This design comes from an exercise in tuning for small area on the open sky130 flow, not from production work.
The RTL was checked by simulation tests, not by an equivalence proof against the original design.

== rev 12 ==
## SPI_Wrapper
module SPI_Wrapper #(parameter MEM_DEPTH=256,parameter ADDR_SIZE=8)
(   input clk,rst_n,
    input MOSI,
    output MISO,
    input SS_N
);
    logic [ADDR_SIZE+1:0] rx_data;    
    logic rx_valid;                   
    logic tx_valid;                   
    logic tx_load;                    
    logic [ADDR_SIZE-1:0] rd_word;    
Single_port_Async_RAM #(
    .MEM_DEPTH (MEM_DEPTH ),
    .ADDR_SIZE (ADDR_SIZE )
) u_Single_port_Async_RAM (
    .clk      (clk      ),
    .rst_n    (rst_n    ),
    .din      (rx_data  ),
    .rx_valid (rx_valid ),
    .rd_word  (rd_word  ),
    .tx_valid (tx_valid ),
    .tx_load  (tx_load  )
);
SPI_Slave_Interface #(.ADDR_SIZE(ADDR_SIZE)
) u_SPI_Slave_Interface (
    .MOSI     (MOSI     ),
    .SS_N     (SS_N     ),
    .tx_valid (tx_valid ),
    .tx_load  (tx_load  ),
    .tx_data  (rd_word  ),
    .clk      (clk      ),
    .rst_n    (rst_n    ),
    .MISO     (MISO     ),
    .rx_valid (rx_valid ),
    .rx_data  (rx_data  )
);
endmodule
==> module Single_port_Async_RAM, before the edit <==
module Single_port_Async_RAM #( parameter MEM_DEPTH=256,parameter ADDR_SIZE=8)
(input clk,rst_n,
 input  [ADDR_SIZE+1:0] din,       
 input rx_valid,
 output logic [ADDR_SIZE-1:0] rd_word,   
 output logic tx_valid,
 output logic tx_load
);
localparam RINGS = MEM_DEPTH / 16;
localparam W = ADDR_SIZE;
logic [1:0] Operation_Type;
assign Operation_Type = din[W+1:W];
logic [W-1:0] Write_Address, Read_Address;
logic [W-1:0] pend_addr, pend_data;
logic [W-1:0] word0;
logic [W-1:0] rd_buf;
logic [3:0] head;             
logic [3:0] tcnt;             
logic [16*W-1:0] ring [0:RINGS-1];
logic [W-1:0] tap_hi [0:RINGS-1];    
logic [W-1:0] tap_lo [0:RINGS-1];    
wire commit = (head == pend_addr[3:0]);
genvar r;
generate
    for (r = 0; r < RINGS; r = r + 1) begin : g_ring
        assign tap_hi[r] = ring[r][16*W-1 -: W];
        assign tap_lo[r] = ring[r][8*W-1 -: W];
        always_ff @(posedge clk)
            ring[r] <= {ring[r][15*W-1:0],
                        (commit && pend_addr[W-1:4] == r) ? pend_data : tap_hi[r]};
    end
endgenerate
wire wa_zero = (Write_Address == 0);
wire ra_zero = (Read_Address == 0);
wire hit = (head[2:0] == Read_Address[2:0]);
wire [W-1:0] tap = (head[3] == Read_Address[3]) ? tap_hi[Read_Address[W-1:4]]
                                                 : tap_lo[Read_Address[W-1:4]];
assign rd_word = ra_zero ? word0 :
                 (pend_addr == Read_Address) ? pend_data :
                 hit ? tap : rd_buf;
wire wr = rx_valid && Operation_Type == 2'b01;
always_ff @(posedge clk)
begin
    head <= head - 4'd1;
    rd_buf <= rd_word;
    if (wr && !wa_zero)
    begin
        pend_addr <= Write_Address;
        pend_data <= din[W-1:0];
    end
    if (wr && wa_zero)
        word0 <= din[W-1:0];
end
assign tx_valid = (tcnt != 4'd0);
assign tx_load  = (tcnt == 4'd1);
always_ff @(posedge clk, negedge rst_n)
begin
    if (!rst_n)
    begin
        Read_Address <= 0;
        Write_Address <= 0;
        tcnt <= 0;
    end
    else
    begin
        if (rx_valid && Operation_Type == 2'b00)
            Write_Address <= din[W-1:0];
        if (rx_valid && Operation_Type == 2'b10)
            Read_Address <= din[W-1:0];
        if (rx_valid)
            tcnt <= (Operation_Type == 2'b11) ? 4'd1 : 4'd0;
        else if (tcnt == 4'd9)
            tcnt <= 0;
        else if (tcnt != 4'd0)
            tcnt <= tcnt + 4'd1;
    end
end
endmodule
clock: 10.0 ns
lec_check: 0
cap_margin: 30
core_margin: 2
core_utilization: 50
cts_buf_list: sky130_fd_sc_hd__clkbuf_4 sky130_fd_sc_hd__clkbuf_8
cts_cluster_diameter: 50
cts_cluster_size: 20
slew_margin: 40
run.sh (not shown) runs the stock make flow with config.mk's settings and CLKGATE_MAP_FILE= SYNTH_SCRIPT=/design/flow/synth_recipe.tcl, a recipe that flattens the netlist after the stock synthesis.
[inputs] rev 13 vs rev 12
diff --git a/flow/design.v b/flow/design.v
--- a/flow/design.v
+++ b/flow/design.v
@@ -3,56 +3,43 @@
  input  [ADDR_SIZE+1:0] din,       
  input rx_valid,
  output logic [ADDR_SIZE-1:0] rd_word,   
  output logic tx_valid,
  output logic tx_load
 );
-localparam RINGS = MEM_DEPTH / 16;
-localparam W = ADDR_SIZE;
+localparam RINGS = MEM_DEPTH / 8;
 logic [1:0] Operation_Type;
-assign Operation_Type = din[W+1:W];
-logic [W-1:0] Write_Address, Read_Address;
-logic [W-1:0] pend_addr, pend_data;
-logic [W-1:0] word0;
-logic [W-1:0] rd_buf;
-logic [3:0] head;             
+assign Operation_Type = din[ADDR_SIZE+1:ADDR_SIZE];
+logic [ADDR_SIZE-1:0] Write_Address, Read_Address;
+logic [ADDR_SIZE-1:0] pend_addr, pend_data;
+logic [ADDR_SIZE-1:0] rd_buf;
+logic [2:0] head;             
 logic [3:0] tcnt;             
-logic [16*W-1:0] ring [0:RINGS-1];
-logic [W-1:0] tap_hi [0:RINGS-1];    
-logic [W-1:0] tap_lo [0:RINGS-1];    
-wire commit = (head == pend_addr[3:0]);
+logic [8*ADDR_SIZE-1:0] ring [0:RINGS-1];
+logic [ADDR_SIZE-1:0] ring_in [0:RINGS-1];
+wire commit = (head == pend_addr[2:0]);
 genvar r;
 generate
     for (r = 0; r < RINGS; r = r + 1) begin : g_ring
-        assign tap_hi[r] = ring[r][16*W-1 -: W];
-        assign tap_lo[r] = ring[r][8*W-1 -: W];
+        assign ring_in[r] = (commit && pend_addr[ADDR_SIZE-1:3] == r)
+                          ? pend_data : ring[r][8*ADDR_SIZE-1 -: ADDR_SIZE];
         always_ff @(posedge clk)
-            ring[r] <= {ring[r][15*W-1:0],
-                        (commit && pend_addr[W-1:4] == r) ? pend_data : tap_hi[r]};
+            ring[r] <= {ring[r][7*ADDR_SIZE-1:0], ring_in[r]};
     end
 endgenerate
-wire wa_zero = (Write_Address == 0);
-wire ra_zero = (Read_Address == 0);
-wire hit = (head[2:0] == Read_Address[2:0]);
-wire [W-1:0] tap = (head[3] == Read_Address[3]) ? tap_hi[Read_Address[W-1:4]]
-                                                 : tap_lo[Read_Address[W-1:4]];
-assign rd_word = ra_zero ? word0 :
-                 (pend_addr == Read_Address) ? pend_data :
-                 hit ? tap : rd_buf;
-wire wr = rx_valid && Operation_Type == 2'b01;
+wire hit = (head == Read_Address[2:0]);
+assign rd_word = hit ? ring_in[Read_Address[ADDR_SIZE-1:3]] : rd_buf;
 always_ff @(posedge clk)
 begin
-    head <= head - 4'd1;
+    head <= head - 3'd1;
     rd_buf <= rd_word;
-    if (wr && !wa_zero)
+    if (rx_valid && Operation_Type == 2'b01)
     begin
         pend_addr <= Write_Address;
-        pend_data <= din[W-1:0];
+        pend_data <= din[ADDR_SIZE-1:0];
     end
-    if (wr && wa_zero)
-        word0 <= din[W-1:0];
 end
 assign tx_valid = (tcnt != 4'd0);
 assign tx_load  = (tcnt == 4'd1);
 always_ff @(posedge clk, negedge rst_n)
 begin
     if (!rst_n)
@@ -61,15 +48,15 @@
         Write_Address <= 0;
         tcnt <= 0;
     end
     else
     begin
         if (rx_valid && Operation_Type == 2'b00)
-            Write_Address <= din[W-1:0];
+            Write_Address <= din[ADDR_SIZE-1:0];
         if (rx_valid && Operation_Type == 2'b10)
-            Read_Address <= din[W-1:0];
+            Read_Address <= din[ADDR_SIZE-1:0];
         if (rx_valid)
             tcnt <= (Operation_Type == 2'b11) ? 4'd1 : 4'd0;
         else if (tcnt == 4'd9)
             tcnt <= 0;
         else if (tcnt != 4'd0)
             tcnt <= tcnt + 4'd1;
### Flow results
Rev 13 reached the end of the flow, and the finished layout is clean on the timing, DRC and antenna checks. Between rev 12 and rev 13, the number of antenna diodes is higher for rev 12. Note that the via count recorded for rev 13 amounts to 1.06 times the value seen in rev 12. The fraction of the mapped netlist area in compound gates of rev 12 and that of rev 13 are within noise of each other. The utilization in rev 13 was higher than what rev 12 gave. Note that the wire length reported by the detailed router recorded for rev 13 amounts to 1.2 times the value seen in rev 12. Rev 13 — top achievable clock speed 0.90% higher, rev 12 as reference. The critical path arrival in rev 13 sits 40 ps below the value recorded for rev 12. Re worst hold slack: rev 13 is 9.9 ps down on rev 12. Relative to rev 12, wire length of the first global-routing pass has increased by 19% in rev 13. Taking rev 12 as the reference, in rev 13 post-route clock period utilization now smaller, number of synthesized register bits decreased 0.42%.

[re-timing with driven ports]
How much do the figures lean on ideal ports? The routed layouts below were timed once more, with nothing changed but the port constraints. Step 1 assumes that a clkbuf_16 drives the clock port and a buf_2 every other input. Step 2 times the ports against the registers' clock, not the clock port: input delays grow and output delays shrink by t, the midpoint of the rising clock arrivals with the driver on. Slacks: no drivers / after step 1 / after step 2; pairs: no drivers / after step 1.
| run | t, ns | setup WS [ns] | slew at the worst register clock pin (ns) | cell pins on the clock port's net |
|---|---|---|---|---|
| rev 12 | 0.878 | 5.406 / 5.343 / 6.221 | 0.12 / 0.12 | 1 |
| rev 13 | 0.912 | 5.447 / 5.383 / 5.716 | 0.12 / 0.12 | 1 |
After both steps every run listed still meets setup and hold.
